From an optimization exercise on the open Yosys and OpenROAD flow, aimed at small area; shortcuts taken in it are not production practice. In this exercise RTL edits were held to simulation tests only and were not proved equivalent to the original. Power figures rest on the tool's default switching activity, not on a simulated workload.

`run.sh`:
```
#!/bin/bash
# synth_recipe.tcl (not shown) runs the flow's synth.tcl, then flattens the netlist and writes it again
# the make line also repeats each setting of config.mk as NAME=value (left out here)
make -C /OpenROAD-flow-scripts/flow DESIGN_CONFIG=/design/flow/config.mk WORK_HOME=/design/flow/orfs CLKGATE_MAP_FILE= SYNTH_SCRIPT=/design/flow/synth_recipe.tcl finish
```
`config.mk`:
```
export PLATFORM = sky130hd
export DESIGN_NAME = riscv_top
export DESIGN_NICKNAME = riscv_top
export VERILOG_FILES = /design/flow/design.v
export SDC_FILE = /design/flow/constraint.sdc
export NUM_CORES = 4
export LEC_CHECK = 0
export CAP_MARGIN = 20
export CORE_MARGIN = 2
export CORE_UTILIZATION = 40
export SLEW_MARGIN = 20
export SYNTH_HIERARCHICAL = 1
```
`constraint.sdc`:
```
create_clock -name core_clock -period 13.0 [get_ports {clk}]
set_input_delay 2.6000 -clock core_clock [delete_from_list [all_inputs] [get_ports {clk}]]
set_output_delay 2.6000 -clock core_clock [all_outputs]
set_load 0.01 [all_outputs]
```
`design.v`:
```
module alu (
    input  wire [31:0] a,
    input  wire [31:0] b,
    input  wire        sub,        
    input  wire        left,       
    input  wire        ar,         
    output wire [31:0] sum,
    output wire        cout,
    output wire [31:0] p,          
    output wire [31:0] gen,        
    output wire [31:0] shr,
    output wire [31:0] shl
);
    wire [31:0] bb = b ^ {32{sub}};
    assign p   = a ^ bb;
    assign gen = a & bb;
    reg [31:0] pp, gg;
    integer i, j;
    always @* begin
        pp = p;
        gg = gen;
        gg[0] = gg[0] | (pp[0] & sub);
        for (i = 1; i <= 5; i = i + 1)
            for (j = 2**i - 1; j < 32; j = j + 2**i) begin
                gg[j] = gg[j] | (pp[j] & gg[j - 2**(i-1)]);
                pp[j] = pp[j] & pp[j - 2**(i-1)];
            end
        for (i = 5; i > 0; i = i - 1)
            for (j = 2**i + 2**(i-1) - 1; j < 32; j = j + 2**i) begin
                gg[j] = gg[j] | (pp[j] & gg[j - 2**(i-1)]);
                pp[j] = pp[j] & pp[j - 2**(i-1)];
            end
    end
    assign sum  = p ^ {gg[30:0], sub};
    assign cout = gg[31];
    wire [31:0] a_rev;
    genvar g;
    generate
        for (g = 0; g < 32; g = g + 1) begin : grev
            assign a_rev[g] = a[31-g];
            assign shl[g]   = shr[31-g];
        end
    endgenerate
    wire [31:0] shin = left ? a_rev : a;
    wire        fill = ~left & ar & a[31];
    wire [63:0] shx  = {{32{fill}}, shin} >> b[4:0];
    assign shr = shx[31:0];
endmodule
module hold #(parameter W = 32) (
    input  wire         e,
    input  wire [W-1:0] d,
    input  wire         en,
    input  wire [W-1:0] q,
    output wire [W-1:0] y
);
    assign y = ({W{e}} & d) | ({W{en}} & q);
endmodule
module hold2 #(parameter W = 32) (
    input  wire         e1,
    input  wire [W-1:0] d1,
    input  wire         e2,
    input  wire [W-1:0] d2,
    input  wire         en,
    input  wire [W-1:0] q,
    output wire [W-1:0] y
);
    assign y = ({W{e1}} & d1) | ({W{e2}} & d2) | ({W{en}} & q);
endmodule
module regfile (
    input  wire [991:0] regs,      
    input  wire [31:1]  sel,       
    output wire [31:0]  rdata
);
    genvar b, j;
    generate
        for (b = 0; b < 32; b = b + 1) begin : gb
            wire [10:0] y;
            for (j = 0; j < 10; j = j + 1) begin : gj
                aoi3 u (.s(sel[3*j+1 +: 3]),
                        .d({regs[32*(3*j+2)+b], regs[32*(3*j+1)+b], regs[32*(3*j)+b]}),
                        .y(y[j]));
            end
            assign y[10]    = ~(sel[31] & regs[32*30+b]);
            assign rdata[b] = ~&y;
        end
    endgenerate
endmodule
module aoi3 (
    input  wire [2:0] s,
    input  wire [2:0] d,
    output wire       y
);
    assign y = ~|(s & d);
endmodule
module riscv_top (
    input  wire        clk,
    input  wire        rst_n,
    input  wire        ext_irq,
    output wire [31:0] pc_out,
    input  wire [31:0] instr_in,
    output wire [31:0] data_addr,
    output wire [31:0] data_wdata,
    output wire [3:0]  data_be,
    output wire        data_re,
    input  wire [31:0] data_rdata
);
    genvar g;
    reg  [31:0]      pc;
    reg              sleeping;
    reg              mip11;
    reg  [31:0]      mstatus, mie, mtvec, mscratch, mepc, mcause, mtval, mcycle, minstret;
    reg  [32*32-1:0] rfv;                  
    wire [31:0] ins  = instr_in;
    wire [4:0]  opc  = ins[6:2];
    wire [2:0]  f3   = ins[14:12];
    wire [4:0]  rs1a = ins[19:15];
    wire [4:0]  rs2a = ins[24:20];
    wire [4:0]  rda  = ins[11:7];
    wire [11:0] f12  = ins[31:20];
    wire        ok   = ins[1] & ins[0];    
    wire is_op    = (opc == 5'b01100);
    wire is_opi   = (opc == 5'b00100);
    wire is_load  = (opc == 5'b00000);
    wire is_store = (opc == 5'b01000);
    wire is_br    = (opc == 5'b11000);
    wire is_jal   = (opc == 5'b11011);
    wire is_jalr  = (opc == 5'b11001);
    wire is_lui   = (opc == 5'b01101);
    wire is_auipc = (opc == 5'b00101);
    wire is_fence = (opc == 5'b00011);
    wire is_sys   = (opc == 5'b11100);
    wire sys0      = is_sys & (f3 == 3'b000);
    wire is_ecall  = sys0 & (f12 == 12'h000);
    wire is_ebreak = sys0 & (f12 == 12'h001);
    wire is_mret   = sys0 & (f12 == 12'h302);
    wire is_wfi    = sys0 & (f12 == 12'h105);
    wire csr_acc   = is_sys & (f3 != 3'b000);
    wire dec_ilgl = ~(is_op | is_opi | is_load | is_store | is_br | is_jal | is_jalr |
                      is_lui | is_auipc | is_fence | is_sys)
                  | (is_fence & (f3[2:1] != 2'b00))
                  | (sys0 & ~(is_ecall | is_ebreak | is_mret | is_wfi))
                  | (is_sys & (f3 == 3'b100));
    wire csr_we_dec = is_sys & (f3[1:0] != 2'b00) & (~f3[1] | (rs1a != 5'd0));
    wire reg_write = is_op | is_opi | is_load | is_jal | is_jalr | is_lui | is_auipc | csr_acc;
    wire [31:0] rs1, rs2;
    wire [31:1] sel1, sel2;
    generate
        for (g = 1; g < 32; g = g + 1) begin : gsel
            assign sel1[g] = (rs1a == g);
            assign sel2[g] = (rs2a == g);
        end
    endgenerate
    regfile rp1 (.regs(rfv[1023:32]), .sel(sel1), .rdata(rs1));
    regfile rp2 (.regs(rfv[1023:32]), .sel(sel2), .rdata(rs2));
    wire [31:0] imm_i   = {{20{ins[31]}}, ins[31:25], (is_store ? ins[11:7] : ins[24:20])};
    wire        use_imm = ~(is_op | is_br);
    wire [31:0] bop     = use_imm ? (imm_i & {32{ok}}) : rs2;
    wire alu_rr = is_op | is_opi;
    wire do_sub = is_br | (alu_rr & (f3[2:1] == 2'b01)) | (is_op & (f3 == 3'b000) & ins[30]);
    wire [31:0] sum, ap, ag, shr, shl;
    wire        cout;
    alu main_alu (.a(rs1), .b(bop), .sub(do_sub), .left(~f3[2]), .ar(ins[30]),
                  .sum(sum), .cout(cout), .p(ap), .gen(ag), .shr(shr), .shl(shl));
    wire sltu = ~cout;
    wire slt  = (rs1[31] ^ bop[31]) ? rs1[31] : sltu;
    wire lt   = f3[0] ? sltu : slt;           
    wire blt  = f3[1] ? sltu : slt;           
    wire eq   = ~|(rs1 ^ rs2);
    wire take = f3[2] ? (blt ^ f3[0]) : (~f3[1] & (eq ^ f3[0]));
    wire [31:0] imm_b = {{20{ins[31]}}, ins[7], ins[30:25], ins[11:8], 1'b0};
    wire [31:0] imm_j = {{12{ins[31]}}, ins[19:12], ins[20], ins[30:21], 1'b0};
    wire [31:0] imm_u = {ins[31:12], 12'b0} & {32{ok}};
    wire [31:0] imm_p = (~ins[2] ? imm_b : (ins[4] ? imm_u : imm_j)) & {32{ok}};
    wire [31:0] pcimm = pc + imm_p;
    wire [31:0] pc4   = {pc[31:2] + 30'd1, pc[1:0]};
    assign data_re   = is_load;
    assign data_addr = sum;
    wire [1:0] ao = sum[1:0];
    wire mis       = ((f3[1:0] == 2'b10) & (ao != 2'b00)) | ((f3[1:0] == 2'b01) & ao[0]);
    wire load_mis  = is_load & mis;
    wire store_mis = is_store & mis;
    reg [3:0] be;
    always @(*) begin
        case (f3[1:0])
            2'b00:   be = 4'b0001 << ao;
            2'b01:   be = ao[1] ? 4'b1100 : 4'b0011;
            2'b10:   be = 4'b1111;
            default: be = 4'b0000;
        endcase
        if (!is_store) be = 4'b0000;
    end
    assign data_be = be;
    assign data_wdata[7:0]   = rs2[7:0];
    assign data_wdata[15:8]  = (f3[1:0] == 2'b00) ? rs2[7:0] : rs2[15:8];
    assign data_wdata[23:16] = f3[1] ? rs2[23:16] : rs2[7:0];
    assign data_wdata[31:24] = f3[1] ? rs2[31:24] : (f3[0] ? rs2[15:8] : rs2[7:0]);
    wire        lw    = f3[1];
    wire        lhalf = ~f3[1] & f3[0];
    wire [15:0] hsel  = ao[1] ? data_rdata[31:16] : data_rdata[15:0];
    wire [7:0]  bsel  = (ao[0] & ~lhalf) ? hsel[15:8] : hsel[7:0];
    wire        sgn   = ~f3[2] & (lhalf ? hsel[15] : bsel[7]);
    wire [31:0] ld;
    assign ld[7:0]   = lw ? data_rdata[7:0] : bsel;
    assign ld[15:8]  = lw ? data_rdata[15:8] : (lhalf ? hsel[15:8] : {8{sgn}});
    assign ld[31:16] = lw ? data_rdata[31:16] : {16{sgn}};
    wire a300 = (f12 == 12'h300);
    wire a301 = (f12 == 12'h301);
    wire a304 = (f12 == 12'h304);
    wire a305 = (f12 == 12'h305);
    wire a340 = (f12 == 12'h340);
    wire a341 = (f12 == 12'h341);
    wire a342 = (f12 == 12'h342);
    wire a343 = (f12 == 12'h343);
    wire a344 = (f12 == 12'h344);
    wire aB00 = (f12 == 12'hB00);
    wire aB02 = (f12 == 12'hB02);
    wire csr_known = a300 | a301 | a304 | a305 | a340 | a341 | a342 | a343 | a344 | aB00 | aB02;
    wire [31:0] csr_rdata =
          ({32{a300}} & mstatus)
        | ({32{a301}} & 32'h40000100)
        | ({32{a304}} & mie)
        | ({32{a305}} & mtvec)
        | ({32{a340}} & mscratch)
        | ({32{a341}} & mepc)
        | ({32{a342}} & mcause)
        | ({32{a343}} & mtval)
        | ({32{a344}} & {20'b0, mip11, 11'b0})
        | ({32{aB00}} & mcycle)
        | ({32{aB02}} & minstret);
    wire csr_ilgl = (csr_acc & ~csr_known) | (csr_we_dec & (a301 | a344));
    wire illegal  = dec_ilgl | csr_ilgl;
    wire [31:0] csr_src   = f3[2] ? {27'b0, rs1a} : rs1;
    wire [31:0] csr_wdata = (f3[1:0] == 2'b01) ? csr_src :
                            (f3[1:0] == 2'b10) ? (csr_rdata | csr_src) :
                                                 (csr_rdata & ~csr_src);
    wire irq  = ext_irq & mie[11] & mip11 & mstatus[3];
    wire trap = illegal | is_ecall | is_ebreak | load_mis | store_mis | irq;
    wire tw   = trap | is_mret;        
    wire cw   = csr_we_dec & ~tw;      
    wire [3:0] cause4 = illegal   ? 4'd2 :
                        is_ebreak ? 4'd3 :
                        load_mis  ? 4'd4 :
                        store_mis ? 4'd6 : 4'd11;
    wire cause_int = ~(illegal | is_ebreak | load_mis | store_mis | is_ecall);
    wire vec = irq & (mtvec[1:0] == 2'b01);
    wire [31:0] vbase = {mtvec[31:2], 2'b00};
    wire [31:0] vtgt  = {mtvec[31:2] + 30'd11, 2'b00};
    wire act    = rst_n & ~sleeping;
    wire br_tk  = is_br & take;
    wire s_tb   = act & trap & ~vec;
    wire s_tv   = act & vec;               
    wire s_mr   = act & is_mret & ~trap;
    wire s_jr   = act & ~tw & is_jalr;
    wire s_pi   = act & ~tw & (is_jal | br_tk);
    wire s_p4   = act & ~tw & ~(is_jal | is_jalr | br_tk);
    wire s_hd   = rst_n & sleeping;
    wire [31:0] pc_d = ({32{s_tb}} & vbase)
                     | ({32{s_tv}} & vtgt)
                     | ({32{s_mr}} & mepc)
                     | ({32{s_jr}} & {sum[31:1], 1'b0})
                     | ({32{s_pi}} & pcimm)
                     | ({32{s_p4}} & pc4)
                     | ({32{s_hd}} & pc);
    wire s_add = alu_rr & (f3 == 3'b000);
    wire s_sll = alu_rr & (f3 == 3'b001);
    wire s_sr  = alu_rr & (f3 == 3'b101);
    wire s_lt  = alu_rr & (f3[2:1] == 2'b01);
    wire s_p   = alu_rr & f3[2] & ~f3[0];           
    wire s_g   = alu_rr & f3[2] & f3[1];            
    wire [31:0] wd =
          ({32{s_add}} & sum)
        | ({32{s_sll}} & shl)
        | ({32{s_sr}}  & shr)
        | ({32{s_lt}}  & {31'b0, lt})
        | ({32{s_p}}   & ap)
        | ({32{s_g}}   & ag)
        | ({32{is_load}} & ld)
        | ({32{is_jal | is_jalr}} & pc4)
        | ({32{is_lui}} & imm_u)
        | ({32{is_auipc}} & pcimm)
        | ({32{csr_acc}} & csr_rdata);
    assign pc_out = pc;
    always @(posedge clk) pc <= pc_d;
    generate
        for (g = 1; g < 32; g = g + 1) begin : grf
            wire        w = reg_write & (rda == g);
            wire [31:0] y;
            hold #(32) h (.e(rst_n & w), .d(wd), .en(rst_n & ~w), .q(rfv[32*g +: 32]), .y(y));
            always @(posedge clk) rfv[32*g +: 32] <= y;
        end
    endgenerate
    always @(posedge clk) begin
        sleeping <= rst_n & ~irq & (is_wfi | sleeping);
        mip11    <= rst_n & ext_irq;
    end
    wire        w_mie = cw & a304, w_mtvec = cw & a305, w_mscr = cw & a340;
    wire [31:0] y_mie, y_mtvec, y_mscr;
    hold #(32) h_mie   (.e(rst_n & w_mie),   .d(csr_wdata), .en(rst_n & ~w_mie),   .q(mie),      .y(y_mie));
    hold #(32) h_mtvec (.e(rst_n & w_mtvec), .d(csr_wdata), .en(rst_n & ~w_mtvec), .q(mtvec),    .y(y_mtvec));
    hold #(32) h_mscr  (.e(rst_n & w_mscr),  .d(csr_wdata), .en(rst_n & ~w_mscr),  .q(mscratch), .y(y_mscr));
    always @(posedge clk) begin
        mie      <= y_mie;
        mtvec    <= y_mtvec;
        mscratch <= y_mscr;
    end
    wire        w_mcyc = cw & aB00;
    wire        w_mins = cw & aB02;
    wire        retire = ~trap & ~sleeping;
    wire [31:0] y_mcyc, y_mins;
    hold  #(32) h_mcyc (.e(rst_n & w_mcyc), .d(csr_wdata), .en(rst_n & ~w_mcyc), .q(mcycle + 32'd1), .y(y_mcyc));
    hold2 #(32) h_mins (.e1(rst_n & w_mins), .d1(csr_wdata),
                        .e2(rst_n & ~w_mins & retire), .d2(minstret + 32'd1),
                        .en(rst_n & ~w_mins & ~retire), .q(minstret), .y(y_mins));
    always @(posedge clk) begin
        mcycle   <= y_mcyc;
        minstret <= y_mins;
    end
    wire        w_mepc = cw & a341;
    wire        w_mcau = cw & a342;
    wire        w_mtvl = cw & a343;
    wire [31:0] y_mepc, y_mcau, y_mtvl;
    hold2 #(32) h_mepc (.e1(rst_n & trap), .d1(pc), .e2(rst_n & w_mepc), .d2(csr_wdata),
                        .en(rst_n & ~trap & ~w_mepc), .q(mepc), .y(y_mepc));
    hold2 #(5)  h_mcau_t (.e1(rst_n & trap), .d1({cause_int, cause4}), .e2(rst_n & w_mcau),
                          .d2({csr_wdata[31], csr_wdata[3:0]}), .en(rst_n & ~trap & ~w_mcau),
                          .q({mcause[31], mcause[3:0]}), .y({y_mcau[31], y_mcau[3:0]}));
    hold  #(27) h_mcau_m (.e(rst_n & w_mcau), .d(csr_wdata[30:4]), .en(rst_n & ~trap & ~w_mcau),
                          .q(mcause[30:4]), .y(y_mcau[30:4]));
    wire t_ins = trap & illegal;
    wire t_adr = trap & ~illegal & (load_mis | store_mis);
    wire [31:0] tval = ({32{t_ins}} & ins) | ({32{t_adr}} & sum);
    hold2 #(32) h_mtvl (.e1(rst_n & tw), .d1(tval), .e2(rst_n & w_mtvl), .d2(csr_wdata),
                        .en(rst_n & ~tw & ~w_mtvl), .q(mtval), .y(y_mtvl));
    always @(posedge clk) begin
        mepc   <= y_mepc;
        mcause <= y_mcau;
        mtval  <= y_mtvl;
    end
    wire        w_ms = cw & a300;
    wire [31:0] y_ms;
    hold #(30) h_ms (.e(rst_n & w_ms), .d({csr_wdata[31:8], csr_wdata[6:4], csr_wdata[2:0]}),
                     .en(rst_n & ~w_ms), .q({mstatus[31:8], mstatus[6:4], mstatus[2:0]}),
                     .y({y_ms[31:8], y_ms[6:4], y_ms[2:0]}));
    assign y_ms[3] = rst_n & (w_ms ? csr_wdata[3] : tw ? (~trap & mstatus[7]) : mstatus[3]);
    assign y_ms[7] = rst_n & (w_ms ? csr_wdata[7] : tw ? (trap ? mstatus[3] : 1'b1) : mstatus[7]);
    always @(posedge clk) mstatus <= y_ms;
endmodule
```
==> results.txt, run 1 <==
status=no timing/DRC/antenna violations; io pins=168; post_cts resized=0; Warnings, synthesis=8; DRC errors left=0; number of synthesized flops with an enable pin=0; Die ar.=169000 um2; #FFs+latches synth=1314; # setup viols final=0; CTS buffer count=about 150; crit path launch type=input pin; largest net degree at the start of global routing=62; First-pass DRT Iterations=23; Cell Area, Synth=66400 um2; # Post-CTS Setup Buffers=0; # clock sinks=around 1300; CTS HTree Levels=4; number of hold violations in the final report=0; placed cell areas=71100 um2; fin cells=8938; vias in the first global route=between 60000 and 70000; logic depth of the worst setup path including buffers=17; post-synthesis sequential area ratio=slightly below 40%; area of the multi-input gates=37200 um2; peak supply drop=0.116 mV; CTS max path bufs=3; Iter 0 DRT Violations=16200; required time of the worst setup path=10.40 ns; PD cells=about 120 nW/um2; critical path class=input pin to primary output; crit path launch=instr_in[15]; Max-Cap Viols=0; CTS tree=done; global-route wire length before repair=512000 um; Die Y-Extent=412 um; Routed Antenna Nets=0; max frequency=78.2 MHz; ys async rst share=0%; Synth Flop Type=dfxtp_1; Critical Path Sink Type=primary output; Layout Cell Area excl Fill=76200 um2; count of different cell masters after synthesis=95; Total Wirelength=373000 um; Initial Utilization=40.3%; Post-Place Cells=8661; min Tclk post-route=~13 ns; Hold Buf Count CTS=0; Worst-path clk slew=0.06 ns; CP delay by family, top=simple AND/OR/NAND/NOR gates; fill count=15400; syn_area_per_cell=around 10 um2; Sequential cell area=26300 um2; Worst R2R Start=rfv[39]; CP endpoint=data_addr[23]; grt ovf=0; via count=69100; DP HPWL=254000 um; Slew HR=7.43%; Worst EP arrival=10.19 ns; Max FO, Critical Path=22; fraction of layout cells with a size suffix above 1=between 10 and 15%; RSZ-0062 raised after global routing=false; # rows=149; Core Region=165000 um2; Die Wd=slightly above 400 um; clock latency (worst-skew pair)=0.86 ns; Final nets=a little under 7000; Clock Skew=slightly above 0.07 ns; crit path cell chain=clkdlybuf4s50_1 > or2_1 > nor2_4 > buf_4 > a222oi_1 > nand4_1 > a2111o_1 > ha_1 > nand4_1 > or3_1 > o22ai_1 > buf_4 > a2bb2oi_1 > a31oi_1 > fa_1 > xnor2_1 > clkdlybuf4s50_1; RR Endpoint=rfv[923]; global placement routability congestion=1.10; Max stage delay on crit path=1.17 ns; clock root buffer=clkbuf_16; reg2reg setup slack=about 5.4 ns; slowest CP cell=clkdlybuf4s50_1; Slew Limit Fails=0; period utilization=between 90% and 100%; PortBufs=167; Critical path buffers and inverters=4; Vias/cell=7.73; Setup TNS=0 ns; Mapped Cells=about 6500; FF-to-FF path depth=23; Worst Tran Pin Value=1.39 ns; Leakage=28.8 nW; hold crit path type=flip-flop to flip-flop; antenna violations before repair=34; Layout Area Growth over Synthesis=14.7%; GR Util All Layers=between 40% and 50%; routed len/inst=41.7 um
cells by family (layout without fill, tap and decap cells):
logic type,after synthesis,count (layout),share of synthesized area (%)
XOR/XNOR,231,231,3.05
AO/OA/AOI/OAI,2927,2927,37.9
buffers and inverters,679,933,6.87
adder cells (fa/ha/maj),83,83,1.76
other,0,12,0
multiplexers,122,122,2.54
AND/OR/NAND/NOR,1127,1127,8.33
flip-flops,1314,1314,39.6
cell usage in the layout (no fill, tap or decap), types with 29 or more instances in the layout:
cell type,instances
a2111o_1,65
a21o_1,44
a21oi_1,191
a221o_1,32
a221oi_1,88
a222oi_1,756
a22o_1,1158
a22o_2,77
a22oi_1,96
and3_1,50
buf_4,327
clkbuf_1,29
clkbuf_16,146
clkdlybuf4s50_1,164
dfxtp_1,1314
ha_1,66
inv_1,168
mux2_2,42
mux2i_1,44
nand2_1,362
nand2b_1,48
nand3_1,77
nand4_1,157
nor2_1,126
nor2_2,34
nor2_4,67
nor2b_1,39
nor3_1,44
o21a_1,29
o21ai_0,127
o22ai_1,36
xnor2_1,140
xor2_1,91
Yosys stat by module (local to each module, per instance), a selection:
| module | copies in the design | cell area, um2 | flip-flops and latches | cells |
|---|---|---|---|---|
| riscv_top | 1 | 39700 | 1314 | 3474 |
| regfile | 2 | 915 | 0 | 131 |
| alu | 1 | 4050 | 0 | 479 |
| aoi3 | 640 | 10.0 | 0 | 1 |
sequential cells by signal, summed over array words and instances, names as in the netlist:
register  count
rfv         992
mcause       32
mcycle       32
mepc         32
mie          32
minstret     32
mscratch     32
mstatus      32
mtval        32
mtvec        32
pc           32
mip11         1
sleeping      1
layer usage:
metal / share of wire [%] / vias up / GRT usage (%)
li1: - / 27500 / -
met1: 36 / 33900 / 51.5
met2: 40 / 6203 / 59.8
met3: 14 / 1431 / 15.6
met4: 9.7 / 38 / 32.6
met5: 0.058 / - / 0.424
worst min-delay path by stage:
stage	startpoint	endpoint	slack [ns]	cells after the start
after global routing	mie[25]	mie[25]	0.48	1
after global placement	mtval[28]	mtval[28]	0.44	2
after CTS	mtval[28]	mtval[28]	0.46	2
final	mtval[7]	mtval[7]	0.47	2
after detailed placement	mtval[23]	mtval[23]	0.45	2
after floorplan	mtval[0]	mtval[0]	0.43	2
synthesized netlist by cell type (18+ instances only):
cell type  number  share of area, %
dfxtp_1      1314                40
a22o_1       1158                15
a222oi_1      756                11
nand2_1       363               2.1
buf_6         238               4.0
nor2_1        226               1.3
a21oi_1       206               1.6
inv_1         169              0.95
nand4_1       157               1.5
clkbuf_1      152              0.86
xnor2_1       140               1.8
o21ai_0       137               1.0
a22oi_1        96               1.1
xor2_1         91               1.2
a221oi_1       90               1.2
a22o_2         77               1.2
nand3_1        77              0.58
ha_1           66               1.2
a2111o_1       65               1.1
nor3_1         61              0.46
and3_1         52              0.49
nand2b_1       49              0.46
mux2i_1        48              0.72
buf_2          47              0.35
a21o_1         44              0.50
mux2_2         42              0.71
nor2b_1        40              0.38
o221ai_1       38              0.50
buf_4          36              0.41
o22ai_1        36              0.34
a221o_1        32              0.48
a31oi_1        32              0.30
buf_1          31              0.18
o21a_1         29              0.33
mux4_2         26              0.88
a211oi_1       18              0.20
report_power, final:
part	total (mW)	switching [mW]	internal [mW]
combinational	0.715	0.548	0.167
sequential	4.05	0.0119	4.04
clock	4.22	1.84	2.38
total	8.99	2.40	6.59
area by class of cell:
class                      instances  area share, %
multi-input combinational       4490           48.8
sequential                      1314           34.5
timing repair buffer             508           5.86
clock buffer                     201           5.41
tap                             2189           3.59
clock inverter                    52          0.922
inverter                         172          0.849
antenna                           12         0.0394
stage by stage:
step	utilization (%)	setup slack [ns]	power (mW)	hold slack, ns
after floorplan	-	0.571	4.48	0.433
after global placement	43.0	0.919	4.80	0.443
after detailed placement	43.1	0.863	4.80	0.450
after CTS	46.0	0.837	8.94	0.465
after global routing	46.2	0.164	9.15	0.482
final	46.2	0.212	8.99	0.468
worst reg2reg max path: cells and delay by family, from the launching register on:
| family | cells | cell delay (ns) |
|---|---|---|
| AOI/OAI and AO/OA | 12 | 4.21 |
| xor gates and xnor gates | 2 | 0.33 |
| adders and majority gates | 2 | 0.77 |
| buffers and inverters | 4 | 1.00 |
| DFF | 1 | 0.44 |
| and+or+nand+nor | 3 | 0.79 |
==> run 2: changes to the inputs <==
--- a/design.v
+++ b/design.v
@@ -46,6 +46,43 @@
     wire [63:0] shx  = {{32{fill}}, shin} >> b[4:0];
     assign shr = shx[31:0];
 endmodule
+module incr #(parameter W = 32) (
+    input  wire [W-1:0] a,
+    input  wire         ci,
+    output wire [W-1:0] s
+);
+    wire [W:0] c;
+    assign c[0] = ci;
+    genvar i;
+    generate
+        for (i = 0; i < W; i = i + 1) begin : g
+            assign s[i]   = a[i] ^ c[i];
+            assign c[i+1] = a[i] & c[i];
+        end
+    endgenerate
+endmodule
+module add_cs (
+    input  wire [31:0] a,
+    input  wire [31:0] b,
+    output wire [31:0] s
+);
+    function [16:0] rip(input [15:0] x, input [15:0] y, input ci);
+        integer i;
+        reg c;
+        begin
+            c = ci;
+            for (i = 0; i < 16; i = i + 1) begin
+                rip[i] = x[i] ^ y[i] ^ c;
+                c = (x[i] & y[i]) | (x[i] & c) | (y[i] & c);
+            end
+            rip[16] = c;
+        end
+    endfunction
+    wire [16:0] lo = rip(a[15:0], b[15:0], 1'b0);
+    wire [16:0] h0 = rip(a[31:16], b[31:16], 1'b0);
+    wire [16:0] h1 = rip(a[31:16], b[31:16], 1'b1);
+    assign s = {(lo[16] ? h1[15:0] : h0[15:0]), lo[15:0]};
+endmodule
 module hold #(parameter W = 32) (
     input  wire         e,
     input  wire [W-1:0] d,
@@ -71,17 +108,32 @@
     input  wire [31:1]  sel,       
     output wire [31:0]  rdata
 );
+    ohmux #(.N(31), .W(32)) m (.s(sel), .d(regs), .y(rdata));
+endmodule
+module ohmux #(parameter N = 3, parameter W = 32) (
+    input  wire [N-1:0]   s,
+    input  wire [N*W-1:0] d,
+    output wire [W-1:0]   y
+);
+    localparam G = (N + 2) / 3;
     genvar b, j;
     generate
-        for (b = 0; b < 32; b = b + 1) begin : gb
-            wire [10:0] y;
-            for (j = 0; j < 10; j = j + 1) begin : gj
-                aoi3 u (.s(sel[3*j+1 +: 3]),
-                        .d({regs[32*(3*j+2)+b], regs[32*(3*j+1)+b], regs[32*(3*j)+b]}),
-                        .y(y[j]));
+        for (b = 0; b < W; b = b + 1) begin : gb
+            wire [G-1:0] t;
+            for (j = 0; j < G; j = j + 1) begin : gj
+                if (3 * j + 2 < N) begin : g3
+                    aoi3 u (.s(s[3*j +: 3]),
+                            .d({d[(3*j+2)*W + b], d[(3*j+1)*W + b], d[(3*j)*W + b]}),
+                            .y(t[j]));
+                end else if (3 * j + 1 < N) begin : g2
+                    aoi2 u (.s(s[3*j +: 2]),
+                            .d({d[(3*j+1)*W + b], d[(3*j)*W + b]}),
+                            .y(t[j]));
+                end else begin : g1
+                    assign t[j] = ~(s[3*j] & d[(3*j)*W + b]);
+                end
             end
-            assign y[10]    = ~(sel[31] & regs[32*30+b]);
-            assign rdata[b] = ~&y;
+            assign y[b] = ~&t;
         end
     endgenerate
 endmodule
@@ -92,6 +144,13 @@
 );
     assign y = ~|(s & d);
 endmodule
+module aoi2 (
+    input  wire [1:0] s,
+    input  wire [1:0] d,
+    output wire       y
+);
+    assign y = ~|(s & d);
+endmodule
 module riscv_top (
     input  wire        clk,
     input  wire        rst_n,
@@ -165,14 +224,16 @@
     wire slt  = (rs1[31] ^ bop[31]) ? rs1[31] : sltu;
     wire lt   = f3[0] ? sltu : slt;           
     wire blt  = f3[1] ? sltu : slt;           
-    wire eq   = ~|(rs1 ^ rs2);
+    wire eq   = &ap;                      
     wire take = f3[2] ? (blt ^ f3[0]) : (~f3[1] & (eq ^ f3[0]));
     wire [31:0] imm_b = {{20{ins[31]}}, ins[7], ins[30:25], ins[11:8], 1'b0};
     wire [31:0] imm_j = {{12{ins[31]}}, ins[19:12], ins[20], ins[30:21], 1'b0};
     wire [31:0] imm_u = {ins[31:12], 12'b0} & {32{ok}};
     wire [31:0] imm_p = (~ins[2] ? imm_b : (ins[4] ? imm_u : imm_j)) & {32{ok}};
-    wire [31:0] pcimm = pc + imm_p;
-    wire [31:0] pc4   = {pc[31:2] + 30'd1, pc[1:0]};
+    wire [31:0] pcimm, pc4;
+    add_cs      u_pcimm (.a(pc), .b(imm_p), .s(pcimm));
+    incr #(30)  u_pc4   (.a(pc[31:2]), .ci(1'b1), .s(pc4[31:2]));
+    assign pc4[1:0] = pc[1:0];
     assign data_re   = is_load;
     assign data_addr = sum;
     wire [1:0] ao = sum[1:0];
@@ -215,18 +276,12 @@
     wire aB00 = (f12 == 12'hB00);
     wire aB02 = (f12 == 12'hB02);
     wire csr_known = a300 | a301 | a304 | a305 | a340 | a341 | a342 | a343 | a344 | aB00 | aB02;
-    wire [31:0] csr_rdata =
-          ({32{a300}} & mstatus)
-        | ({32{a301}} & 32'h40000100)
-        | ({32{a304}} & mie)
-        | ({32{a305}} & mtvec)
-        | ({32{a340}} & mscratch)
-        | ({32{a341}} & mepc)
-        | ({32{a342}} & mcause)
-        | ({32{a343}} & mtval)
-        | ({32{a344}} & {20'b0, mip11, 11'b0})
-        | ({32{aB00}} & mcycle)
-        | ({32{aB02}} & minstret);
+    wire [31:0] csr_rd9;
+    ohmux #(.N(9), .W(32)) u_csr_rd (
+        .s({a300, a304, a305, a340, a341, a342, a343, aB00, aB02}),
+        .d({mstatus, mie, mtvec, mscratch, mepc, mcause, mtval, mcycle, minstret}),
+        .y(csr_rd9));
+    wire [31:0] csr_rdata = csr_rd9 | {1'b0, a301, 18'b0, a344 & mip11, 2'b0, a301, 8'b0};
     wire csr_ilgl = (csr_acc & ~csr_known) | (csr_we_dec & (a301 | a344));
     wire illegal  = dec_ilgl | csr_ilgl;
     wire [31:0] csr_src   = f3[2] ? {27'b0, rs1a} : rs1;
@@ -244,7 +299,10 @@
     wire cause_int = ~(illegal | is_ebreak | load_mis | store_mis | is_ecall);
     wire vec = irq & (mtvec[1:0] == 2'b01);
     wire [31:0] vbase = {mtvec[31:2], 2'b00};
-    wire [31:0] vtgt  = {mtvec[31:2] + 30'd11, 2'b00};
+    wire [4:0]  vlo   = {1'b0, mtvec[5:2]} + 5'd11;
+    wire [31:0] vtgt;
+    incr #(26)  u_vtgt (.a(mtvec[31:6]), .ci(vlo[4]), .s(vtgt[31:6]));
+    assign vtgt[5:0] = {vlo[3:0], 2'b00};
     wire act    = rst_n & ~sleeping;
     wire br_tk  = is_br & take;
     wire s_tb   = act & trap & ~vec;
@@ -254,31 +312,41 @@
     wire s_pi   = act & ~tw & (is_jal | br_tk);
     wire s_p4   = act & ~tw & ~(is_jal | is_jalr | br_tk);
     wire s_hd   = rst_n & sleeping;
-    wire [31:0] pc_d = ({32{s_tb}} & vbase)
-                     | ({32{s_tv}} & vtgt)
-                     | ({32{s_mr}} & mepc)
-                     | ({32{s_jr}} & {sum[31:1], 1'b0})
-                     | ({32{s_pi}} & pcimm)
-                     | ({32{s_p4}} & pc4)
-                     | ({32{s_hd}} & pc);
+    wire [31:0] pc_d;
+    ohmux #(.N(7), .W(30)) u_pcd_hi (
+        .s({s_tb, s_tv, s_mr, s_jr, s_pi, s_p4, s_hd}),
+        .d({vbase[31:2], vtgt[31:2], mepc[31:2], sum[31:2], pcimm[31:2], pc4[31:2], pc[31:2]}),
+        .y(pc_d[31:2]));
+    ohmux #(.N(5), .W(1)) u_pcd_1 (
+        .s({s_mr, s_jr, s_pi, s_p4, s_hd}),
+        .d({mepc[1], sum[1], pcimm[1], pc4[1], pc[1]}),
+        .y(pc_d[1]));
+    ohmux #(.N(4), .W(1)) u_pcd_0 (
+        .s({s_mr, s_pi, s_p4, s_hd}),
+        .d({mepc[0], pcimm[0], pc4[0], pc[0]}),
+        .y(pc_d[0]));
     wire s_add = alu_rr & (f3 == 3'b000);
     wire s_sll = alu_rr & (f3 == 3'b001);
     wire s_sr  = alu_rr & (f3 == 3'b101);
     wire s_lt  = alu_rr & (f3[2:1] == 2'b01);
     wire s_p   = alu_rr & f3[2] & ~f3[0];           
     wire s_g   = alu_rr & f3[2] & f3[1];            
-    wire [31:0] wd =
-          ({32{s_add}} & sum)
-        | ({32{s_sll}} & shl)
-        | ({32{s_sr}}  & shr)
-        | ({32{s_lt}}  & {31'b0, lt})
-        | ({32{s_p}}   & ap)
-        | ({32{s_g}}   & ag)
-        | ({32{is_load}} & ld)
-        | ({32{is_jal | is_jalr}} & pc4)
-        | ({32{is_lui}} & imm_u)
-        | ({32{is_auipc}} & pcimm)
-        | ({32{csr_acc}} & csr_rdata);
+    wire [31:0] wd;
+    wire        s_pc4 = is_jal | is_jalr;
+    ohmux #(.N(10), .W(20)) u_wd_hi (
+        .s({s_add, s_sll, s_sr, s_p, s_g, is_load, s_pc4, is_auipc, csr_acc, is_lui}),
+        .d({sum[31:12], shl[31:12], shr[31:12], ap[31:12], ag[31:12], ld[31:12], pc4[31:12],
+            pcimm[31:12], csr_rdata[31:12], imm_u[31:12]}),
+        .y(wd[31:12]));
+    ohmux #(.N(9), .W(11)) u_wd_mid (
+        .s({s_add, s_sll, s_sr, s_p, s_g, is_load, s_pc4, is_auipc, csr_acc}),
+        .d({sum[11:1], shl[11:1], shr[11:1], ap[11:1], ag[11:1], ld[11:1], pc4[11:1],
+            pcimm[11:1], csr_rdata[11:1]}),
+        .y(wd[11:1]));
+    ohmux #(.N(10), .W(1)) u_wd_0 (
+        .s({s_add, s_sll, s_sr, s_p, s_g, is_load, s_pc4, is_auipc, csr_acc, s_lt}),
+        .d({sum[0], shl[0], shr[0], ap[0], ag[0], ld[0], pc4[0], pcimm[0], csr_rdata[0], lt}),
+        .y(wd[0]));
     assign pc_out = pc;
     always @(posedge clk) pc <= pc_d;
     generate
@@ -306,10 +374,12 @@
     wire        w_mcyc = cw & aB00;
     wire        w_mins = cw & aB02;
     wire        retire = ~trap & ~sleeping;
-    wire [31:0] y_mcyc, y_mins;
-    hold  #(32) h_mcyc (.e(rst_n & w_mcyc), .d(csr_wdata), .en(rst_n & ~w_mcyc), .q(mcycle + 32'd1), .y(y_mcyc));
+    wire [31:0] y_mcyc, y_mins, mcyc_inc, mins_inc;
+    incr #(32) u_mcyc_inc (.a(mcycle),   .ci(1'b1), .s(mcyc_inc));
+    incr #(32) u_mins_inc (.a(minstret), .ci(1'b1), .s(mins_inc));
+    hold  #(32) h_mcyc (.e(rst_n & w_mcyc), .d(csr_wdata), .en(rst_n & ~w_mcyc), .q(mcyc_inc), .y(y_mcyc));
     hold2 #(32) h_mins (.e1(rst_n & w_mins), .d1(csr_wdata),
-                        .e2(rst_n & ~w_mins & retire), .d2(minstret + 32'd1),
+                        .e2(rst_n & ~w_mins & retire), .d2(mins_inc),
                         .en(rst_n & ~w_mins & ~retire), .q(minstret), .y(y_mins));
     always @(posedge clk) begin
         mcycle   <= y_mcyc;
==> flow/run.sh (new file) <==
#!/bin/bash
# Layout with the standard ORFS flow (standard.sh, which also runs the standard
# synthesis unchanged). Only two placement/CTS knobs differ from the standard flow:
#  - ports are buffered with sky130_fd_sc_hd__buf_1 (timing repair upsizes where needed);
#  - the clock tree uses clkbuf_8 with larger sink clusters and no dummy loads.
# make's full output goes to standard_flow.log; ORFS's per-step logs are under orfs/logs/.
set -euo pipefail
export BUFFER_PORTS_ARGS="-buffer_cell sky130_fd_sc_hd__buf_1"
export CTS_ARGS="-sink_clustering_enable -repair_clock_nets -buf_list sky130_fd_sc_hd__clkbuf_8 -sink_clustering_size 14 -sink_clustering_max_diameter 80 -dont_use_dummy_load"
bash standard.sh > standard_flow.log 2>&1
==> standard.sh (new file) <==
#!/bin/bash
# synth_recipe.tcl (not shown) runs the flow's synth.tcl, then flattens the netlist and writes it again
# the make line also repeats each setting of config.mk as NAME=value (left out here)
make -C /OpenROAD-flow-scripts/flow DESIGN_CONFIG=/design/flow/config.mk WORK_HOME=/design/flow/orfs CLKGATE_MAP_FILE= SYNTH_SCRIPT=/design/flow/synth_recipe.tcl "${@:-finish}"
--- a/config.mk
+++ b/config.mk
@@ -8,5 +8,6 @@
 export CAP_MARGIN = 20
 export CORE_MARGIN = 2
 export CORE_UTILIZATION = 40
+export SETUP_SLACK_MARGIN = 1.0
 export SLEW_MARGIN = 20
 export SYNTH_HIERARCHICAL = 1
removed: run.sh
==> results.txt, run 2 <==
fraction of layout cells with a size suffix above 1=13.6% (was 14.1%); Pint=4.90 mW (was 6.59 mW); fill count=15300 (was 15400); Die ar.=164000 um2 (was 169000 um2); required time of the worst setup path=10.40 ns (about the same); Worst Tran Pin Value=1.25 ns (was 1.39 ns); ys async rst share=0% (unchanged); CTS max path bufs=3 (unchanged); Top reg by flops=rfv (unchanged); max frequency=83.4 MHz (was 78.2 MHz); Final nets=6428 (was 6781); Warnings, synthesis=9 (was 8); RR Endpoint=rfv[222] (was rfv[923]); number of synthesized flops with an enable pin=0 (unchanged); Layout Area Growth over Synthesis=8.42% (was 14.7%); Max FO, Critical Path=17 (was 22); min Tclk post-route=11.99 ns (was 12.79 ns); switch share=28.3% (was 26.7%); Hold Buf Count CTS=0 (unchanged); Die Y-Extent=405 um (was 412 um); # setup viols final=0 (unchanged); FF-to-FF path depth=24 (was 23); grt ovf=0 (unchanged); crit path launch type=input pin (unchanged); via count=65100 (was 69100); #FFs+latches synth=1314 (unchanged); routed len/inst=41.2 um (was 41.7 um); global-route wire length before repair=470000 um (was 512000 um); top cells by area, synth=dfxtp_1, a222oi_1, a22o_1 (was dfxtp_1, a22o_1, a222oi_1); Post-synth top cells=dfxtp_1, a22o_1, a222oi_1 (unchanged); CTS buffer count=108 (was 145); Setup TNS=0 ns (unchanged); Iter 0 DRT Violations=16400 (was 16200); Total Wirelength=340000 um (was 373000 um); Max-Cap Viols=0 (unchanged); PortBufs=167 (unchanged); PD cells=98.2 nW/um2 (was 118 nW/um2); min-delay src=mie[18] (was mtval[7]); Critical Path Sink Type=primary output (unchanged); period utilization=92.2% (was 98.4%); area of the multi-input gates=35100 um2 (was 37200 um2); CTS HTree Levels=3 (was 4); crit path cell chain=buf_1 > buf_4 > or2_2 > nor2_4 > buf_4 > a222oi_1 > nand4_1 > a2111o_1 > nand2_1 > o21ai_0 > xor2_1 > ha_1 > a21oi_1 > nand2_1 > o211ai_1 > and2_1 > o21ai_0 > a31oi_1 > fa_1 > inv_1 > buf_1 (was clkdlybuf4s50_1 > or2_1 > nor2_4 > buf_4 > a222oi_1 > nand4_1 > a2111o_1 > ha_1 > nand4_1 > or3_1 > o22ai_1 > buf_4 > a2bb2oi_1 > a31oi_1 > fa_1 > xnor2_1 > clkdlybuf4s50_1); syn_area_per_cell=10.8 um2 (was 10.2 um2); sequential group share of total power=59.1% (was 45.1%); leading cell type in the layout, fill and taps excluded=dfxtp_1 (unchanged); Leakage=27.3 nW (was 28.8 nW); commonest non-fill, non-tap cells in the layout=dfxtp_1, a22o_1, a222oi_1, buf_4, nand2_1 (was dfxtp_1, a22o_1, a222oi_1, nand2_1, buf_4); Hold Slack=0.472 ns (was 0.468 ns); First-pass DRT Iterations=14 (was 23); Synth Flop Type=dfxtp_1 (unchanged); slowest CP cell=a2111o_1 (was clkdlybuf4s50_1); Logic pwr share=9.6% (was 8.0%); peak supply drop=0.0866 mV (was 0.116 mV); Clock power frac=31.3% (was 47.0%); Layout Cell Area excl Fill=69700 um2 (was 76200 um2); status=no timing/DRC/antenna violations (unchanged); Vias/cell=7.89 (was 7.73); Worst EP arrival=9.39 ns (was 10.19 ns); Sequential cell area=26300 um2 (unchanged); Power Total=6.84 mW (was 8.99 mW); Synth area leader=dfxtp_1 (unchanged); clock root buffer=clkbuf_8 (was clkbuf_16); number of hold violations in the final report=0 (unchanged); critical path class=input pin to primary output (unchanged); Slew Limit Fails=0 (unchanged); RSZ-0062 raised after global routing=false (unchanged); Worst R2R Start=pc[1] (was rfv[39]); Largest register FFs=992 (unchanged); # clock sinks=1314 (unchanged); count of different cell masters after synthesis=97 (was 95); Mapped Cells=5928 (was 6483); Hold Path Cell Cnt=1 (was 2); antenna violations before repair=17 (was 34); DRC errors left=0 (unchanged); Slew HR=16.2% (was 7.43%); global placement routability congestion=1.05 (was 1.10); Worst-path clk slew=0.05 ns (was 0.06 ns); DP HPWL=225000 um (was 254000 um); Synth top area share=40.9% (was 39.6%); placed cell areas=67800 um2 (was 71100 um2); Net Switching=1.94 mW (was 2.40 mW); clock latency (worst-skew pair)=0.94 ns (was 0.86 ns); Hold Path End=mie[18] (was mtval[7]); hold crit path type=flip-flop to flip-flop (unchanged); Core Region=160000 um2 (was 165000 um2); reg2reg setup slack=3.64 ns (was 5.36 ns); # rows=147 (was 149); Clock Skew=0.139 ns (was 0.0715 ns); post-synthesis sequential area ratio=40.9% (was 39.6%); Die Wd=405 um (was 412 um); vias in the first global route=59700 (was 62800); GR Util All Layers=39.5% (was 42.2%); most numerous cell in the Yosys netlist=dfxtp_1 (unchanged); Cell Area, Synth=64300 um2 (was 66400 um2); Routed Antenna Nets=0 (unchanged); CTS tree=done (unchanged); largest net degree at the start of global routing=56 (was 62); Initial Utilization=40.2% (was 40.3%); io pins=168 (unchanged); Max stage delay on crit path=0.61 ns (was 1.17 ns)
run 2: cell types whose count changed in the layout (fill, tap and decap cells not counted), sizes merged, moves of 63 or more:
cell	before	now
a21oi	206	102
a221oi	91	28
a222oi	756	1002
a22oi	96	7
buf	343	526
clkbuf	202	121
clkdlybuf4s50	164	0
ha	66	166
nand2	364	285
xnor2	140	49
run 2: cell type report:
type / count / share of cell area [%]
timing repair buffer: 540 / 5.17
antenna: 10 / 0.0359
inverter: 161 / 0.869
multi-input combinational: 4039 / 50.3
sequential: 1314 / 37.7
clock buffer: 108 / 2.13
tap: 2086 / 3.74
run 2: worst max-delay path: cells and delay by family:
family                   cells  cell delay, ns
AO/OA/AOI/OAI                7            2.49
XOR/XNOR                     1            0.18
adder cells (fa/ha/maj)      2            0.84
buffers and inverters        5            1.52
AND/OR/NAND/NOR              6            1.70
run 2: modules after synthesis, one instance, submodules excluded, excerpt:
module,cells,flops+latches
aoi2,1,0
add_cs,122,0
riscv_top,2285,1314
alu,464,0
aoi3,1,0
run 2: power groups by stage:
stage	registers [mW]	clock network (mW)	logic, mW
floorplan	4.13	0	0.330
global placement	4.13	0	0.612
detailed placement	4.14	0	0.613
CTS	4.04	2.14	0.618
global route	4.04	2.28	0.650
finish	4.04	2.14	0.655
run 2: per-stage QoR:
stage                     cells  utilization [%]  setup slack (ns)
after detailed placement   8101             42.4             0.818
after floorplan            5930                -              1.25
after global placement     8095             42.3             0.751
after global routing       8254             43.5              1.08
after CTS                  8228             43.4              1.03
final                      8258             43.6              1.01
run 2: kinds of logic after synthesis:
family | after synthesis | synth area share (%)
AO/OA/AOI/OAI | 2640 | 37.1
XOR/XNOR | 103 | 1.40
adder cells (fa/ha/maj) | 197 | 4.20
buffers and inverters | 579 | 6.52
flip-flops | 1314 | 40.9
multiplexers | 111 | 2.45
other | 2 | 0.0117
AND/OR/NAND/NOR | 982 | 7.43
run 2: worst max-delay path by stage:
stage                            start            end  slack (ns)  depth (start not counted)
after global routing      instr_in[21]  data_addr[31]        1.08                         22
final                     instr_in[21]  data_addr[26]        1.01                         21
after detailed placement   instr_in[2]       rfv[510]        0.82                         29
after global placement     instr_in[2]       rfv[318]        0.75                         29
after CTS                 instr_in[20]  data_addr[31]        1.03                         21
after floorplan           instr_in[21]          pc[0]        1.25                         27
run 2: routing by layer:
| layer | vias to the layer above | GRT usage, % | routed length (um) |
|---|---|---|---|
| li1 | 25900 | - | - |
| met1 | 31800 | 48.8 | 120000 |
| met2 | 6068 | 57.4 | 140000 |
| met3 | 1351 | 12.3 | 48200 |
| met4 | 14 | 29.7 | 32100 |
| met5 | - | 0 | 92 |
run 2: timing repair:
action	4_1_cts	5_1_grt
endpoints found under the setup margin	1	7
gates resized for setup	4	7
gates cloned	2	0
hold endpoints to repair	0	0
buffers inserted	17	10
pin swaps	5	4
==> run 3: changes to the inputs <==
--- a/config.mk
+++ b/config.mk
@@ -7,7 +7,8 @@
 export LEC_CHECK = 0
 export CAP_MARGIN = 20
 export CORE_MARGIN = 2
-export CORE_UTILIZATION = 40
+export CORE_UTILIZATION = 50
+export PLACE_DENSITY = 0.65
 export SETUP_SLACK_MARGIN = 1.0
 export SLEW_MARGIN = 20
 export SYNTH_HIERARCHICAL = 1
==> results.txt, run 3 <==
status=no timing/DRC/antenna violations (unchanged); Leakage=27.5 nW (was 27.3 nW); Max FO, Critical Path=22 (was 17); # rows=131 (was 147); global placement routability congestion=1.08 (was 1.05); Synth area leader=dfxtp_1 (unchanged); Final nets=6467 (was 6428); Layout Area Growth over Synthesis=7.90% (was 8.42%); leading cell type in the layout, fill and taps excluded=dfxtp_1 (unchanged); Hold Buf Count CTS=0 (unchanged); PD cells=98.2 nW/um2 (about the same); Top reg by flops=rfv (unchanged); antenna violations before repair=29 (was 17); top cells by area, synth=dfxtp_1, a222oi_1, a22o_1 (unchanged); worst slack, placed=0.744 ns (was 0.818 ns); Hold Slack=0.431 ns (was 0.472 ns); io pins=168 (unchanged); Worst Tran Pin Value=1.46 ns (was 1.25 ns); hold crit path type=flip-flop to flip-flop (unchanged); Initial Utilization=50.4% (was 40.2%); period utilization=92.9% (was 92.2%); Cell Area, Synth=64300 um2 (unchanged); clock latency (worst-skew pair)=0.94 ns (about the same); Synth top area share=40.9% (unchanged); Post-Place Cells=7730 (was 8101); Logic pwr share=9.7% (was 9.6%); DP HPWL=224000 um (was 225000 um); routed len/inst=42.4 um (was 41.2 um); Total Wirelength=334000 um (was 340000 um); largest net degree at the start of global routing=79 (was 56); Layout Cell Area excl Fill=69400 um2 (was 69700 um2); ys async rst share=0% (unchanged); CTS max path bufs=3 (unchanged); fraction of layout cells with a size suffix above 1=13.9% (was 13.6%); Die Y-Extent=363 um (was 405 um); grt ovf=0 (unchanged); number of synthesized flops with an enable pin=0 (unchanged); post-synthesis sequential area ratio=40.9% (unchanged); CTS tree=done (unchanged); Net Switching=1.92 mW (was 1.94 mW); Warnings, synthesis=9 (unchanged); commonest non-fill, non-tap cells in the layout=dfxtp_1, a22o_1, a222oi_1, buf_4, nand2_1 (unchanged); Slew Limit Fails=0 (unchanged); global-route wire length before repair=464000 um (was 470000 um); PortBufs=167 (unchanged); Mapped Cells=5928 (unchanged); critical path class=input pin to primary output (unchanged); most numerous cell in the Yosys netlist=dfxtp_1 (unchanged); Pint=4.89 mW (was 4.90 mW); CTS HTree Levels=3 (unchanged); Iter 0 DRT Violations=17700 (was 16400); fill count=11300 (was 15300); crit path launch type=input pin (unchanged); Critical Path Sink Type=primary output (unchanged); reg2reg setup slack=3.39 ns (was 3.64 ns); Worst-path clk slew=0.10 ns (was 0.05 ns); Clock Skew=0.205 ns (was 0.139 ns); Largest register FFs=992 (unchanged); placed cell areas=67600 um2 (was 67800 um2); Setup WS post-layout=0.929 ns (was 1.01 ns); # clock sinks=1314 (unchanged); #FFs+latches synth=1314 (unchanged); vias in the first global route=60300 (was 59700); GR Util All Layers=48.5% (was 39.5%); Synth Flop Type=dfxtp_1 (unchanged); Die ar.=131000 um2 (was 164000 um2); DRC errors left=0 (unchanged); Worst EP arrival=9.47 ns (was 9.39 ns); via count=65700 (was 65100); max frequency=82.8 MHz (was 83.4 MHz); peak supply drop=0.0940 mV (was 0.0866 mV); clock root buffer=clkbuf_8 (unchanged); # setup viols final=0 (unchanged); Core Region=128000 um2 (was 160000 um2); Util after Layout=54.4% (was 43.6%); count of different cell masters after synthesis=97 (unchanged); Clock power frac=30.9% (was 31.3%); required time of the worst setup path=10.40 ns (about the same); min Tclk post-route=12.07 ns (was 11.99 ns); Vias/cell=8.34 (was 7.89); RSZ-0062 raised after global routing=false (unchanged); Die Wd=363 um (was 405 um); Setup TNS=0 ns (unchanged); fin cells=7878 (was 8258); First-pass DRT Iterations=17 (was 14); Routed Antenna Nets=0 (unchanged); syn_area_per_cell=10.8 um2 (unchanged); Power Total=6.81 mW (was 6.84 mW); number of hold violations in the final report=0 (unchanged); Max-Cap Viols=0 (unchanged); switch share=28.1% (was 28.3%); Post-synth top cells=dfxtp_1, a22o_1, a222oi_1 (unchanged); sequential group share of total power=59.4% (was 59.1%); CTS buffer count=106 (was 108); Slew HR=2.94% (was 16.2%)
run 3: cell counts after synthesis:
No cell type changed its count.
run 3: power by group through the flow:
| stage | logic [mW] | clock network (mW) | registers, mW |
|---|---|---|---|
| global placement | 0.606 | 0 | 4.13 |
| detailed placement | 0.608 | 0 | 4.14 |
| CTS | 0.610 | 2.08 | 4.04 |
| global route | 0.652 | 2.24 | 4.04 |
| floorplan | 0.330 | 0 | 4.13 |
| finish | 0.661 | 2.11 | 4.04 |
run 3: cell type report:
cell class	count	area, um2	area share (%)
antenna	15	37.5	0.0541
clock buffer	106	1460	2.10
inverter	161	604	0.871
multi-input combinational	4037	34900	50.4
sequential	1314	26300	37.9
tap	1662	2080	3.00
timing repair buffer	583	3930	5.66
run 3: final timing paths:
check / startpoint / to / cells after the start
max: instr_in[21] / data_addr[27] / 21
min: mtvec[31] / pc[31] / 2
max reg2reg: pc[1] / rfv[572] / 25
min reg2reg: mtvec[31] / pc[31] / 2
run 3: timing repair:
action                                  in CTS  in global routing
resized for setup                            0                  4
setup buffers                                0                 17
endpoints found under the setup margin       0                 10
run 3: Yosys stat by module (local to each module, per instance), excerpt:
module     times used  cells inside  flops+latches
alu                 1           464              0
riscv_top           1          2285           1314
aoi2                1             1              0
add_cs              1           122              0
aoi3              894             1              0
run 3: metal layers:
metal	vias up	GRT usage [%]	wire, um
li1	26000	-	-
met1	31700	58.3	113000
met2	6398	69.8	136000
met3	1633	17.0	50400
met4	24	39.3	34100
met5	-	0.777	214
run 3: critical path, cell delays in order:
cell	delay [ns]
buf_1	0.39
buf_4	0.36
nor2b_1	0.43
and3_2	0.67
buf_4	0.54
a222oi_1	0.23
nand4_1	0.20
a2111o_1	0.57
nand2_1	0.19
o21ai_4	0.12
mux2i_1	0.11
fa_1	0.46
nand2b_1	0.17
a21oi_1	0.30
o211ai_1	0.25
and2_1	0.25
o21ai_0	0.42
a31oi_1	0.18
fa_1	0.43
xnor2_1	0.35
buf_1	0.21
run 3: logic make-up (layout without fill, tap and decap cells):
family | Yosys count | after routing | synth area share (%)
AND/OR/NAND/NOR | 982 | 982 | 7.43
buffers and inverters | 579 | 850 | 6.52
flip-flops | 1314 | 1314 | 40.9
AO/OA/AOI/OAI | 2640 | 2640 | 37.1
other | 2 | 19 | 0.0117
multiplexers | 111 | 111 | 2.45
XOR/XNOR | 103 | 103 | 1.40
adder cells (fa/ha/maj) | 197 | 197 | 4.20
==> run 4: changes to the inputs <==
==> run.sh (new file) <==
#!/bin/bash
# synth_recipe.tcl (not shown) runs the flow's synth.tcl, then flattens the netlist and writes it again
# the make line also repeats each setting of config.mk as NAME=value (left out here)
make -C /OpenROAD-flow-scripts/flow DESIGN_CONFIG=/design/flow/config.mk WORK_HOME=/design/flow/orfs CLKGATE_MAP_FILE= SYNTH_SCRIPT=/design/flow/synth_recipe.tcl finish
--- a/config.mk
+++ b/config.mk
@@ -7,8 +7,10 @@
 export LEC_CHECK = 0
 export CAP_MARGIN = 20
 export CORE_MARGIN = 2
-export CORE_UTILIZATION = 50
-export PLACE_DENSITY = 0.65
+export CORE_UTILIZATION = 40
+export CTS_BUF_LIST = sky130_fd_sc_hd__clkbuf_8
+export CTS_CLUSTER_DIAMETER = 80
+export CTS_CLUSTER_SIZE = 14
 export SETUP_SLACK_MARGIN = 1.0
 export SLEW_MARGIN = 20
 export SYNTH_HIERARCHICAL = 1
removed: flow/run.sh
removed: standard.sh
==> results.txt, run 4 <==
RR Endpoint=rfv[796] (was rfv[572]); critical path class=input pin to primary output (unchanged); CTS max path bufs=3 (unchanged); Hold Path End=mcause[0] (was pc[31]); Setup TNS=0 ns (unchanged); Total Wirelength=346000 um (was 334000 um); Final nets=6496 (was 6467); min Tclk post-route=12.02 ns (was 12.07 ns); Iter 0 DRT Violations=17100 (was 17700); required time of the worst setup path=10.40 ns (about the same); FF-to-FF path depth=26 (was 25); grt ovf=0 (unchanged); Leakage=28.2 nW (was 27.5 nW); min-delay src=mcause[0] (was mtvec[31]); Max FO, Critical Path=23 (was 22); First-pass DRT Iterations=22 (was 17); Die Y-Extent=405 um (was 363 um); period utilization=92.5% (was 92.9%); count of different cell masters after synthesis=97 (unchanged); Slew HR=12.8% (was 2.94%); crit path launch type=input pin (unchanged); fill count=15100 (was 11300); global-route wire length before repair=476000 um (was 464000 um); DP HPWL=231000 um (was 224000 um); RSZ-0062 raised after global routing=false (unchanged); DRC errors left=0 (unchanged); hold crit path type=flip-flop to flip-flop (unchanged); Worst EP arrival=9.42 ns (was 9.47 ns); leading cell type in the layout, fill and taps excluded=dfxtp_1 (unchanged); Power Total=7.00 mW (was 6.81 mW); PortBufs=167 (unchanged); ys async rst share=0% (unchanged); via count=65900 (was 65700); post-synthesis sequential area ratio=40.9% (unchanged); # rows=147 (was 131); top cells by area, synth=dfxtp_1, a222oi_1, a22o_1 (unchanged); Warnings, synthesis=9 (unchanged); GR Util All Layers=40.1% (was 48.5%); reg2reg setup slack=3.54 ns (was 3.39 ns); io pins=168 (unchanged); largest net degree at the start of global routing=44 (was 79); Synth area leader=dfxtp_1 (unchanged); CTS HTree Levels=3 (unchanged); CTS buffer count=106 (unchanged); Worst Tran Pin Value=1.31 ns (was 1.46 ns); slowest CP cell=clkdlybuf4s50_1 (was and3_2); # clock sinks=1314 (unchanged); CTS tree=done (unchanged); Layout Area Growth over Synthesis=11.2% (was 7.90%); clock latency (worst-skew pair)=0.99 ns (was 0.94 ns); syn_area_per_cell=10.8 um2 (unchanged); clock root buffer=clkbuf_8 (unchanged); Max stage delay on crit path=0.61 ns (was 0.67 ns); max frequency=83.2 MHz (was 82.8 MHz); commonest non-fill, non-tap cells in the layout=dfxtp_1, a22o_1, a222oi_1, buf_4, nand2_1 (unchanged); Synth Flop Type=dfxtp_1 (unchanged); # setup viols final=0 (unchanged); Largest register FFs=992 (unchanged); Critical Path Sink Type=primary output (unchanged); Critical Path Most Common Cell=clkdlybuf4s50_1; vias in the first global route=60900 (was 60300); number of synthesized flops with an enable pin=0 (unchanged); PD cells=97.9 nW/um2 (was 98.2 nW/um2); Die ar.=164000 um2 (was 131000 um2); Routed Antenna Nets=0 (unchanged); Hold Path Cell Cnt=2 (unchanged); fraction of layout cells with a size suffix above 1=14.8% (was 13.9%); most numerous cell in the Yosys netlist=dfxtp_1 (unchanged); Clock Skew=0.0979 ns (was 0.205 ns); peak supply drop=0.0896 mV (was 0.0940 mV); antenna violations before repair=19 (was 29); Synth top area share=40.9% (unchanged); Die Wd=405 um (was 363 um); Initial Utilization=40.2% (was 50.4%); Mapped Cells=5928 (unchanged); Vias/cell=7.89 (was 8.34); #FFs+latches synth=1314 (unchanged); Core Region=160000 um2 (was 128000 um2); routed len/inst=41.5 um (was 42.4 um); Worst R2R Start=pc[1] (unchanged); number of hold violations in the final report=0 (unchanged); status=no timing/DRC/antenna violations (unchanged); Slew Limit Fails=0 (unchanged); crit path cell chain=clkdlybuf4s50_1 > buf_6 > nor2b_1 > and3_2 > a222oi_1 > nand4_1 > a2111o_1 > a21o_1 > xor2_1 > ha_1 > nand2_1 > nor3_1 > o211ai_1 > and2_1 > o21ai_0 > buf_4 > a31oi_1 > fa_1 > xnor2_1 > clkdlybuf4s50_1 (was buf_1 > buf_4 > nor2b_1 > and3_2 > buf_4 > a222oi_1 > nand4_1 > a2111o_1 > nand2_1 > o21ai_4 > mux2i_1 > fa_1 > nand2b_1 > a21oi_1 > o211ai_1 > and2_1 > o21ai_0 > a31oi_1 > fa_1 > xnor2_1 > buf_1); Cell Area, Synth=64300 um2 (unchanged); Max-Cap Viols=0 (unchanged); Hold Buf Count CTS=0 (unchanged); Worst-path clk slew=0.09 ns (was 0.10 ns); Top reg by flops=rfv (unchanged); global placement routability congestion=1.07 (was 1.08); Post-synth top cells=dfxtp_1, a22o_1, a222oi_1 (unchanged)
-- run 4: power breakdown --
part,internal (mW),switching [mW]
registers,4.03,0.00852
logic,0.163,0.531
clock network,0.792,1.47
-- run 4: per-module statistics from Yosys, one instance, submodules excluded, a selection --
| module | copies in the design | cells | cell area, um2 |
|---|---|---|---|
| alu | 1 | 464 | 3980 |
| aoi3 | 894 | 1 | 10.0 |
| add_cs | 1 | 122 | 1150 |
| aoi2 | 1 | 1 | 12.5 |
| riscv_top | 1 | 2285 | 31700 |
-- run 4: timing repair --
item | CTS | global route
buffers inserted | 0 | 5
pin swaps | 2 | 12
endpoints found under the hold margin | 0 | 0
cloned | 2 | 3
gates resized for setup | 7 | 28
endpoints found under the setup margin | 11 | 43
-- run 4: per-layer routing --
| layer | track usage, % | routed length (um) | share of wire, % |
|---|---|---|---|
| met1 | 49.6 | 122000 | 35 |
| met5 | 0 | 94 | 0.027 |
| met3 | 11.7 | 48900 | 14 |
| met4 | 29.9 | 32700 | 9.4 |
| met2 | 59.1 | 143000 | 41 |
-- run 4: area by class of cell --
cell class                      count  area [um2]  area share [%]
Clock buffer                      110        1510            2.12
Timing Repair Buffer              607        5170            7.23
Inverter                          161         606           0.847
Multi-Input combinational cell   4042       35100            49.1
Clock inverter                     13         153           0.213
Sequential cell                  1314       26300            36.8
Tap cell                         2086        2610            3.65
Antenna cell                       12        30.0          0.0420
-- run 4: how the worst max path moves through the flow --
stage | startpoint | endpoint | cells past startpoint
final | instr_in[23] | data_addr[27] | 20
after global routing | instr_in[23] | data_addr[31] | 24
after CTS | instr_in[21] | data_addr[27] | 22
after detailed placement | instr_in[21] | rfv[92] | 29
after global placement | instr_in[21] | rfv[316] | 29
after floorplan | instr_in[21] | pc[0] | 27
-- run 4: logic make-up (layout without fill, tap and decap cells) --
group,after synthesis,after routing,share of synthesized area (%)
AOI/OAI and AO/OA,2640,2640,37.1
DFF,1314,1314,40.9
and+or+nand+nor,982,987,7.43
buffers and inverters,579,891,6.52
adders and majority gates,197,197,4.20
muxes,111,111,2.45
xor gates and xnor gates,103,103,1.40
other,2,16,0.0117
-- run 4: worst max-delay path: cells and delay by family --
family / cells / cell delay, ns
compound gates: 6 / 2.00
simple gates: 6 / 1.80
buf+inv: 4 / 1.51
fa+ha+maj: 2 / 0.89
xor+xnor: 2 / 0.48
-- run 4: stage by stage --
| stage | area, um2 | cells | setup WS, ns | hold WS, ns | utilization (%) |
|---|---|---|---|---|---|
| 4_1_cts | 71300 | 8318 | 1.01 | 0.473 | 44.5 |
| 3_3_place_gp | 69400 | 8179 | 0.239 | 0.445 | 43.4 |
| 5_1_grt | 71500 | 8337 | 1.02 | 0.494 | 44.7 |
| 3_5_place_dp | 69600 | 8193 | 0.320 | 0.450 | 43.5 |
| 6_report | 71500 | 8345 | 0.980 | 0.475 | 44.7 |
| 2_1_floorplan | 64300 | 5930 | 1.25 | 0.432 | - |

re-timing with driven ports:
The flow's constraints put no driver on any port. The routed layouts listed below were extracted and timed again, unchanged, in two steps. Step 1 sets driving cells, clkbuf_16 on the clock port and buf_2 on the other inputs (assumed; they add their load-dependent delay and slew). Step 2 also shifts input and output timing later by t, the mid clock arrival at the registers, as if the neighbouring blocks saw the same clock. Slacks: no drivers / after step 1 / after step 2; pairs: no drivers / after step 1.
run | t, ns | setup WS [ns] | worst data-port slew with drivers (ns)
run 1 | 0.923 | 0.212 / 0.134 / 0.134 | 0.22
run 2 | 0.965 | 1.010 / 0.986 / 0.537 | 0.26
run 3 | 0.926 | 0.929 / 0.887 / 0.419 | 0.18
run 4 | 1.030 | 0.980 / 0.955 / 0.285 | 0.19
After both steps every run listed still meets setup and hold. The setup slack of run 4, which loses most, moves by -0.025 ns with the drivers and by -0.695 ns with both steps.
